Context: an optimization exercise on an open-source flow, tuned for small area, a short achievable clock period and few clock cycles. The choices shown serve that exercise and are no tape-out recipe.
No run shown here included a check of the RTL's function; only the layout flow was run.
Power is estimated from default activity; no workload was simulated.

`design/flow/run.sh`:
```
#!/bin/bash
# synth_recipe.tcl (not shown) runs the flow's synth.tcl, then flattens the netlist and writes it again
# the make line also repeats each setting of config.mk as NAME=value (left out here)
make -C /OpenROAD-flow-scripts/flow DESIGN_CONFIG=/design/flow/config.mk WORK_HOME=/design/flow/orfs CLKGATE_MAP_FILE= SYNTH_SCRIPT=/design/flow/synth_recipe.tcl finish
```
`design/flow/design.v`:
```
module pfx_add #(parameter W = 16) (input [W-1:0] a, input [W-1:0] b, output [W-1:0] s);
  reg [W-1:0] g, p;
  integer l, i, k;
  always @* begin
    g = a & b;
    p = a ^ b;
    for (l = 1; l < W; l = l * 2)
      for (i = 0; i < W; i = i + 1)
        if (i & l) begin
          k = (i & ~(l - 1)) - 1;
          g[i] = g[i] | (p[i] & g[k]);
          p[i] = p[i] & p[k];
        end
  end
  assign s = (a ^ b) ^ {g[W-2:0], 1'b0};
endmodule
module potato_cpu(input clk, input rst_n, input [7:0] start_pc,
      input [15:0] mem_rdata,
      output [7:0] mem_addr, output mem_we, output [15:0] mem_wdata,
      output halted, output [15:0] out);
  reg [127:0] R;         
  reg [15:0] ir;         
  reg [15:0] opa;        
  reg [15:0] opb;        
  reg [7:0]  ea;         
  reg        eok;        
  reg        iv;         
  reg        fv;         
  reg [7:0]  nf;         
  reg [7:0]  lf;         
  reg        rf;         
  reg        ldp;        
  reg [2:0]  ldr;        
  reg [15:0] outr;       
  wire is_halt  = ir[15] & ir[14] & ir[13];           
  wire is_ldr   = ~ir[15];                            
  wire is_str   = ir[15] & ~ir[14] & ~ir[13];         
  wire is_mem   = ~ir[15] | (~ir[14] & ~ir[13]);
  wire is_alu   = ir[15] & ~ir[14] & ir[13];          
  wire is_mov   = ir[15] & ir[14] & ~ir[13];          
  wire is_movim = is_mov & ir[12];
  wire is_cmp   = is_alu & ~ir[12] & ir[11];
  wire halt    = iv & is_halt;
  wire ready   = iv & ~ldp;
  wire stall   = ready & is_mem & ~eok;
  wire exec    = ready & ~stall;
  wire use_ea  = exec & is_mem;
  wire load_ir = ~ldp & ~halt & ~stall;
  wire sh_n = ~ir[4] & ~ir[3] | is_mem;                  
  wire sh_l = ~ir[4] &  ir[3] & ~is_mem;                 
  wire sh_r =  ir[4] & ~is_mem;                          
  wire [15:0] bs = ({16{sh_n}} & opb) | ({16{sh_l}} & {opb[14:0], 1'b0})
                 | ({16{sh_r}} & {ir[3] & opb[15], opb[15:1]});
  wire [15:0] sximm5 = {{11{ir[4]}}, ir[4:0]};
  wire [15:0] sximm8 = {{8{ir[7]}}, ir[7:0]};
  wire [15:0] sum;
  pfx_add #(16) add16(.a(opa), .b(is_ldr ? sximm5 : bs), .s(sum));
  reg [15:0] res;
  always @* begin
    if (is_ldr) res = sum;
    else if (~ir[13] | is_str) res = bs;    
    else case (ir[12:11])
      2'b00: res = sum;                     
      2'b10: res = opa & bs;                
      default: res = ~bs;                   
    endcase
  end
  wire        wr_alu = exec & ((is_alu & ~is_cmp) | (is_mov & ~ir[12]));
  wire        wr_erl = ldp | (exec & is_movim);       
  wire        wen    = wr_alu | wr_erl;
  wire [2:0]  wa     = ldp ? ldr : (is_movim ? ir[10:8] : ir[7:5]);
  wire [15:0] wde    = ldp ? mem_rdata : sximm8;
  wire [15:0] wd     = wr_alu ? res : wde;
  genvar gi;
  generate for (gi = 0; gi < 8; gi = gi + 1) begin : rfw
    always @(posedge clk) if (wen && wa == gi) R[16*gi +: 16] <= wd;
  end endgenerate
  wire out_en = exec & ((is_alu & ~is_cmp) | (is_mov & ~ir[12]) | is_mem);
  always @(posedge clk) if (out_en) outr <= res;
  wire [15:0] nir = load_ir ? mem_rdata : ir;
  wire [2:0]  nra = nir[10:8];
  wire [2:0]  nrb = (nir[15:13] == 3'b100) ? nir[7:5] : nir[2:0];
  reg  [15:0] ra, rb;
  always @* begin
    case (nra)
      3'd0: ra = R[15:0];     3'd1: ra = R[31:16];
      3'd2: ra = R[47:32];    3'd3: ra = R[63:48];
      3'd4: ra = R[79:64];    3'd5: ra = R[95:80];
      3'd6: ra = R[111:96];   default: ra = R[127:112];
    endcase
    case (nrb)
      3'd0: rb = R[15:0];     3'd1: rb = R[31:16];
      3'd2: rb = R[47:32];    3'd3: rb = R[63:48];
      3'd4: rb = R[79:64];    3'd5: rb = R[95:80];
      3'd6: rb = R[111:96];   default: rb = R[127:112];
    endcase
  end
  wire        fwa = wen & (wa == nra);
  wire        fwb = wen & (wa == nrb);
  wire [7:0]  eab = (wr_erl & (wa == nra)) ? wde[7:0] : ra[7:0];
  wire [7:0]  ea_n;
  pfx_add #(8) add8(.a(eab), .b({{3{nir[4]}}, nir[4:0]}), .s(ea_n));
  wire hazard  = use_ea & is_str & fv & (ea == lf);
  wire refetch = rf | (stall & fv);
  assign mem_addr  = ~rst_n ? start_pc : (use_ea ? ea : (refetch ? lf : nf));
  assign mem_we    = use_ea & is_str;
  assign mem_wdata = opb;
  always @(posedge clk) begin
    if (~rst_n) begin
      nf  <= start_pc + 8'd1;
      lf  <= start_pc;
      rf  <= 1'b0;
      fv  <= 1'b1;
      iv  <= 1'b0;
      ldp <= 1'b0;
    end else begin
      if (~use_ea & ~refetch) begin
        lf <= nf;
        nf <= nf + 8'd1;
      end
      rf  <= hazard;
      fv  <= ~use_ea;
      ldp <= use_ea & is_ldr;
      if (load_ir) iv <= fv & ~hazard;
    end
    ldr <= ir[7:5];
    if (load_ir) ir <= mem_rdata;
    opa <= fwa ? wd : ra;
    opb <= fwb ? wd : rb;
    ea  <= ea_n;
    eok <= ~(wr_alu & (wa == nra));
  end
  assign halted = halt;
  assign out = outr;
endmodule
```
`design/flow/config.mk`:
```
export PLATFORM = sky130hd
export DESIGN_NAME = potato_cpu
export DESIGN_NICKNAME = potato_cpu
export VERILOG_FILES = /design/flow/design.v
export SDC_FILE = /design/flow/constraint.sdc
export NUM_CORES = 4
export LEC_CHECK = 0
export CAP_MARGIN = 20
export CORE_MARGIN = 2
export CORE_UTILIZATION = 55
export SLEW_MARGIN = 20
```
`design/flow/constraint.sdc`:
```
create_clock -name core_clock -period 5.5 [get_ports {clk}]
set_input_delay 1.1000 -clock core_clock [delete_from_list [all_inputs] [get_ports {clk}]]
set_output_delay 1.1000 -clock core_clock [all_outputs]
set_load 0.01 [all_outputs]
```
==> summary.txt, run 1 <==
STA
  • Max-Slew Margin vs Limit: ~25%
  • Final Skew: ~0.031 ns
  • RSZ-0062 raised after global routing: no
  • Max-slew violation count: 0
  • Final hold vios: 0
  • Final worst setup slack: around 0.62 ns
  • Fin crit period: between 4 and 5 ns
  • Setup TNS: 0 ns
  • Worst-Margin Slew: around 1.1 ns
  • Final Setup Violations: 0
  • Period utilization: between 80% and 90%
  • Max frequency: slightly above 0.2 GHz

Route
  • DR WL/cell: around 23 microns
  • Post-Route WL: 35000 microns
  • Vias per Instance: around 6.2
  • DRT Pass-1 Iters: 7
  • Post-route ant nets: 0
  • 1st-iter DRT viols: ~1000
  • Via Count: 9447
  • DRC Markers: 0

Die
  • FP Rows: between 50 and 60
  • Die outline width: roughly 150 microns
  • Die area: ~23000 sq um
  • I/O pin cnt: 68
  • Core area: around 22000 sq um
  • Die Span Y: 152 microns
  • Initial core utilization: approximately 56%

CTS
  • Max Root-Sink Buffers: 3
  • Clock tree root buffer cell: clkbuf_16
  • Total setup buffers inserted after CTS: 0
  • Clk pin slew, worst setup/hold paths: around 0.06 ns
  • CTS Sinks: roughly 220
  • Post-cts resize count: 0
  • Cts bufs inserted: 24
  • CTS tree: yes
  • H-tree levels: 1
  • Hold buffers post-CTS: 0
  • Clock latency (worst-skew pair): approximately 0.54 ns

Logic synthesis
  • Yosys reg bits: between 200 and 250
  • Synthesized area: ~12000 sq um
  • Syn. warnings: 3
  • Cell variety after synth: just under 70
  • Post-synth EDFFs: around 160
  • Post-synthesis sequential area ratio: 50.8%
  • Syn Inst Count: around 1100
  • Prevailing post-synth register cell: edfxtp_1
  • Avg Cell Area, Syn: 10.5 sq um
  • Asr flop ratio synth: 0%
  • Post-synthesis net count: between 1000 and 1500

Power
  • Power Dens Cells: between 300 and 400 nW/um^2
  • Comb pwr share: 30.6%
  • Internal power: between 3000 and 4000 uW
  • Max VDD drop: 0.000266 V
  • Sequential share of power: between 40% and 50%
  • Net Sw Frac: between 30 and 40%
  • Sw power: between 1500 and 2000 uW
  • Clock power frac: roughly 30%
  • Total Power: between 5000 and 6000 uW
  • P_leak: 0.00531 uW

GRT
  • Grt total ovfl: 0
  • Gr usage total: between 20% and 30%
  • Global-route wire length before repair: 53300 microns
  • Largest net degree at the start of global routing: 36
  • Antenna violations before repair: 0
  • Vias in the first global route: ~9000

Critical path
  • Worst path cell trace: o211ai_1 -> a2bb2oi_1 -> o21ai_0 -> o21ai_0 -> ha_1 -> a211oi_1 -> o21ai_0 -> o311a_1 -> o21ai_0 -> a2111oi_0 -> o32ai_1 -> a21oi_1
  • Max FO, Critical Path: 10
  • Critical path class: flip-flop to flip-flop
  • CP max stage delay: slightly below 0.8 ns
  • Reg-to-reg slack, setup: 0.62 ns
  • CP required: about 5.7 ns
  • Data arrival time of the worst path: 5.09 ns
  • Crit end category: flip-flop
  • Slowest-stage cell, CP: o211ai_1
  • Most used cell, CP: o21ai_0
  • Critical Path Start Type: flip-flop

Final layout
  • Fill cells: 1776
  • Multi-input combinational cell area: between 5000 and 6000 sq um
  • Synth-to-Final Area Change: 16.0%
  • Layout cells sized above 1: 10.8%
  • Final core occ: between 60% and 70%
  • Ant. Diodes: 0
  • Register area: ~6000 sq um
  • Net count, final: ~1300
  • Post-route insts no fill: 1514

Placed design
  • Cell count after placement: about 1500
  • Pre-CTS WS: 0.368 ns
  • Number of I/O port buffers: 67
  • Hpwl dp: 25000 microns
  • Final Wtd Congestion: roughly 0.9

Hold path
  • Worst hold path type: flip-flop to flip-flop

Run
  • Max-cap check violation count: 0

Outcome
  • Status: complete, no violations
==> cell usage in the layout (no fill, tap or decap), types with 8 or more instances in the layout <==
cell type and instances:
nor2_1 78, xnor2_1 22, o21ai_0 81, clkdlybuf4s50_1 67, nor3_1 13, inv_1 39, dfxtp_1 62, o22ai_1 23
nor2b_1 14, xor2_1 12, mux2_2 30, buf_4 50, nand3_1 18, edfxtp_1 162, a221oi_1 11, mux2i_1 59
nand2_1 141, a21o_1 30, clkbuf_16 25, a21oi_1 71, ha_1 21, a22o_1 10, a211oi_1 8, a31oi_1 18
o21ai_1 11, a2bb2oi_1 8
==> critical path: cells and delay by family, from the launching register on <==
kind	cells	cell delay (ns)
AOI/OAI and AO/OA	11	3.92
adders and majority gates	1	0.24
DFF	1	0.40
==> state kept, by name, indices dropped and copies added, names as in the netlist <==
register and count:
outr 16, ir 16, iv 1, fv 1, opa 16, ea 8, eok 1, lf 8
nf 8, opb 16, ldr 3, rf 1, ldp 1, R 128
==> metal layers <==
| metal | track usage [%] | vias to the layer above | share of wire [%] |
|---|---|---|---|
| met5 | 0 | - | 0 |
| met4 | 10.8 | 0 | 3.6 |
| met3 | 4.11 | 79 | 7.3 |
| met2 | 47.3 | 433 | 46 |
| met1 | 42.1 | 4512 | 43 |
| li1 | - | 4423 | - |
==> power by group through the flow <==
stage | Clock, uW | Combinational, uW | Sequential [uW]
finish | 1630 | 1710 | 2240
global route | 1720 | 1860 | 2250
CTS | 1650 | 1690 | 2230
detailed placement | 0 | 1680 | 2270
global placement | 0 | 1660 | 2270
floorplan | 0 | 1080 | 2230
==> cell type report <==
class / instances / area share [%]
timing repair buffer: 117 / 7.50
sequential: 224 / 43.8
multi-input combinational: 811 / 39.4
inverter: 40 / 1.08
tap: 280 / 2.51
clock buffer: 30 / 4.69
clock inverter: 12 / 1.07
==> kinds of logic (layout without fill, tap and decap cells) <==
kind of cell | Yosys count | after routing | synth area share, %
flip-flops | 224 | 224 | 50.8
adder cells (fa/ha/maj) | 28 | 28 | 3.35
AND/OR/NAND/NOR | 296 | 296 | 10.8
buffers and inverters | 112 | 199 | 3.76
multiplexers | 102 | 102 | 9.68
XOR/XNOR | 34 | 34 | 2.48
AO/OA/AOI/OAI | 351 | 351 | 19.1
==> through the flow <==
stage,hold WS [ns],cell area (sq um)
4_1_cts,0.393,13900
3_5_place_dp,0.411,13100
6_report,0.400,13900
3_3_place_gp,0.406,13100
2_1_floorplan,0.368,12000
5_1_grt,0.411,13900
==> Yosys cell counts (8+ instances only) <==
cell type	n	area share, %
mux2i_1	62	5.2
a21o_1	30	1.9
nand3_1	18	0.75
xor2_1	12	0.87
nor2b_1	14	0.73
o21ai_0	82	3.4
buf_2	10	0.42
xnor2_1	22	1.6
a31oi_1	18	0.94
a221oi_1	11	0.80
nand2_1	141	4.4
nor2_1	78	2.4
inv_1	39	1.2
clkbuf_1	48	1.5
a211oi_1	9	0.56
edfxtp_1	162	40
a2bb2oi_1	8	0.58
o22ai_1	23	1.2
a22o_1	10	0.73
mux2_2	30	2.8
o21ai_1	10	0.42
nor3_1	13	0.54
buf_1	11	0.34
ha_1	21	2.2
dfxtp_1	62	10
a21oi_1	71	3.0
==> final timing paths <==
| kind | start | cells after the start | endpoint |
|---|---|---|---|
| worst max-delay path | ir[14] | 12 | R[63] |
| worst min-delay path | ir[6] | 0 | ldr[1] |
| worst max register to register | ir[14] | 12 | R[63] |
| worst min register to register | ir[6] | 0 | ldr[1] |
==> inputs of run 2 (changes only) <==
--- a/design/flow/config.mk
+++ b/design/flow/config.mk
@@ -8,4 +8,5 @@
 export CAP_MARGIN = 20
 export CORE_MARGIN = 2
 export CORE_UTILIZATION = 55
+export SETUP_SLACK_MARGIN = 1.0
 export SLEW_MARGIN = 20
==> summary.txt, run 2 <==
STA
  • Worst-Margin Slew: roughly 1.1 ns
  • Final hold vios: 0
  • Setup TNS: 0 ns
  • Fin crit period: ~4.4 ns
  • Max-slew violation count: 0
  • Final Setup Violations: 0
  • Period utilization: 79.6%
  • Final Skew: just over 0.03 ns
  • Max-Slew Margin vs Limit: ~24%
  • RSZ-0062 raised after global routing: yes
  • Max frequency: 0.228 GHz

GRT
  • Largest net degree at the start of global routing: 36
  • Gr usage total: around 30%
  • Antenna violations before repair: 0
  • Global-route wire length before repair: roughly 53000 microns
  • Vias in the first global route: between 9000 and 10000
  • Grt total ovfl: 0

Final layout
  • Net count, final: 1291
  • Layout cells sized above 1: a little over an eighth
  • Ant. Diodes: 0
  • Design Area, Final: approximately 14000 sq um
  • Synth-to-Final Area Change: 18.3%
  • Largest register by flop count: R
  • Largest register FFs: 128
  • Commonest non-fill, non-tap cells in the layout: edfxtp_1, nand2_1, nor2_1
  • Commonest non-fill, non-tap cell in the layout: edfxtp_1

CTS
  • Clk pin slew, worst setup/hold paths: 0.07 ns
  • CTS Sinks: ~220
  • Max Root-Sink Buffers: 3
  • Cts bufs inserted: 24
  • H-tree levels: 1
  • CTS tree: yes
  • Clock tree root buffer cell: clkbuf_16
  • Hold buffers post-CTS: 0
  • Clock latency (worst-skew pair): 0.54 ns

Route
  • 1st-iter DRT viols: 983
  • Post-route ant nets: 0
  • Vias per Instance: around 6.3
  • Post-Route WL: approximately 35000 microns
  • DRC Markers: 0
  • Via Count: between 9000 and 10000
  • DRT Pass-1 Iters: 5
  • DR WL/cell: between 20 and 25 microns

Logic synthesis
  • Asr flop ratio synth: 0%
  • Avg Cell Area, Syn: ~10 sq um
  • Largest cells by area after synthesis: edfxtp_1, dfxtp_1, mux2i_1
  • Post-synth EDFFs: about 160
  • Yosys reg bits: between 200 and 250
  • Cell variety after synth: about 70
  • Synthesized area: 12000 sq um
  • Prevailing post-synth register cell: edfxtp_1
  • Syn. warnings: 3
  • Most common cell in the netlist: edfxtp_1
  • Post-synthesis sequential area ratio: around half
  • Top-area cell type share of the netlist area: between 40 and 50%
  • Syn Inst Count: between 1000 and 1500
  • Post-synth top cells: edfxtp_1, nand2_1, o21ai_0
  • Cell accounting for the most synthesized area: edfxtp_1
  • Post-synthesis net count: 1201

Critical path
  • Critical path class: flip-flop to flip-flop
  • Max FO, Critical Path: 11
  • Crit end category: flip-flop
  • Critical Path Start Type: flip-flop
  • CP required: slightly below 6 ns
  • Data arrival time of the worst path: about 4.8 ns

Placed design
  • Number of I/O port buffers: 67
  • Final Wtd Congestion: 0.914
  • Hpwl dp: around 25000 microns
  • Placed cell area: about 13000 sq um

Power
  • Max VDD drop: between 0.0002 and 0.0003 V
  • Clock power frac: approximately 29%
  • Net Sw Frac: between 30% and 40%
  • Total Power: around 5600 uW
  • Power Dens Cells: ~400 nW/um^2
  • P_leak: between 0.005 and 0.006 uW
  • Sequential share of power: 39.6%
  • Sw power: around 1800 uW
  • Comb pwr share: approximately a third
  • Internal power: 3810 uW

Run
  • Max-cap check violation count: 0

Die
  • I/O pin cnt: 68
  • Core area: 21600 sq um
  • Die outline width: 152 microns
  • Die Span Y: 152 microns
  • FP Rows: between 50 and 60
  • Initial core utilization: 55.6%
  • Die area: 23100 sq um

Hold path
  • Worst hold path type: flip-flop to flip-flop

Outcome
  • Status: complete, no violations
run 2: path summary, 6_finish.rpt:
kind | to | cells after the start | from | slack [ns]
setup / recovery | ea[7] | 19 | ir[14] | 1.12
hold / removal | ldr[1] | 0 | ir[6] | 0.40
setup reg to reg | ea[7] | 19 | ir[14] | 1.12
hold reg to reg | ldr[1] | 0 | ir[6] | 0.40
run 2: logic make-up after synthesis:
| kind of cell | after synthesis | synth area share (%) |
|---|---|---|
| compound gates | 351 | 19.1 |
| mux | 102 | 9.68 |
| flops | 224 | 50.8 |
| xor+xnor | 34 | 2.48 |
| buf+inv | 112 | 3.76 |
| fa+ha+maj | 28 | 3.35 |
| simple gates | 296 | 10.8 |
run 2: per-layer routing:
layer	routed length (microns)	share of wire, %	vias up	global-route usage [%]
li1	-	-	4475	-
met1	15100	43	4601	42.1
met2	16200	46	443	47.3
met3	2780	7.8	84	4.08
met4	1270	3.6	0	10.8
met5	0	0	-	0
run 2: timing repair:
action,in CTS,in global routing
gates resized for setup,6,28
pin swaps,1,6
endpoints found under the setup margin,24,67
gates cloned,0,1
buffers inserted,2,16
endpoints found under the hold margin,0,0
run 2: critical path: stages (launching register included):
cell and delay [ns]:
dfxtp_4 0.38, and4_1 0.22, a311o_2 0.44, buf_12 0.18, mux2i_4 0.22, inv_1 0.23
o21ai_0 0.17, o221ai_1 0.15, o22a_1 0.22, mux2_2 0.28, ha_1 0.22, fa_2 0.40
a21o_1 0.16, a21o_1 0.18, a21o_1 0.19, a21oi_2 0.15, nor2b_1 0.06, nor2_1 0.13
xor2_1 0.19, xnor2_1 0.14
run 2: cell type report:
| cell class | instances | area [sq um] |
|---|---|---|
| Inverter | 40 | 150 |
| Multi-Input combinational cell | 811 | 5550 |
| Timing Repair Buffer | 136 | 1260 |
| Tap cell | 280 | 350 |
| Sequential cell | 224 | 6110 |
| Fill cell | 1745 | 7400 |
| Clock inverter | 12 | 149 |
| Clock buffer | 30 | 654 |
run 2: through the flow:
step / setup slack [ns] / hold WS [ns] / cells / util (%)
after global routing: 0.947 / 0.411 / 1533 / 65.8
after global placement: 0.467 / 0.406 / 1472 / 60.8
final: 1.12 / 0.397 / 1533 / 65.8
after CTS: 0.865 / 0.393 / 1516 / 64.6
after floorplan: 1.07 / 0.368 / 1147 / -
after detailed placement: 0.368 / 0.411 / 1472 / 60.8
run 2: power groups by stage:
stage          clock [uW]  combinational [uW]  sequential [uW]
2_1_floorplan           0                1080             2230
3_3_place_gp            0                1660             2270
3_5_place_dp            0                1680             2270
4_1_cts              1650                1690             2230
5_1_grt              1720                1920             2250
6_report             1640                1770             2240

[static timing again, ports no longer ideal]
No port has a modelled driver above. Below, the same layouts with a new extraction and two added sets of constraints. Step 1 sets driving cells, clkbuf_16 on the clock port and buf_2 on the other inputs (assumed; they add their load-dependent delay and slew). Step 2 adds t to the input delays and takes it off the output delays; t is the mean of the earliest and latest rising clock arrival at the registers after step 1. Input paths then give back, and output paths get back, about the clock's delay inside the block. a / b / c = ideal ports / drivers / drivers and shift; a / b = the first two.
run	t, ns	slack for setup (ns)	hold slack, ns	worst setup path at the end
run 1	0.569	0.622 / 0.622 / 0.304	0.400 / 0.400 / 0.400	input to register
run 2	0.571	1.121 / 1.121 / 0.637	0.397 / 0.397 / 0.397	input to register
After both steps every run listed still meets setup and hold. The setup slack of run 2, which loses most, moves by 0.000 ns with the drivers and by -0.484 ns with both steps.
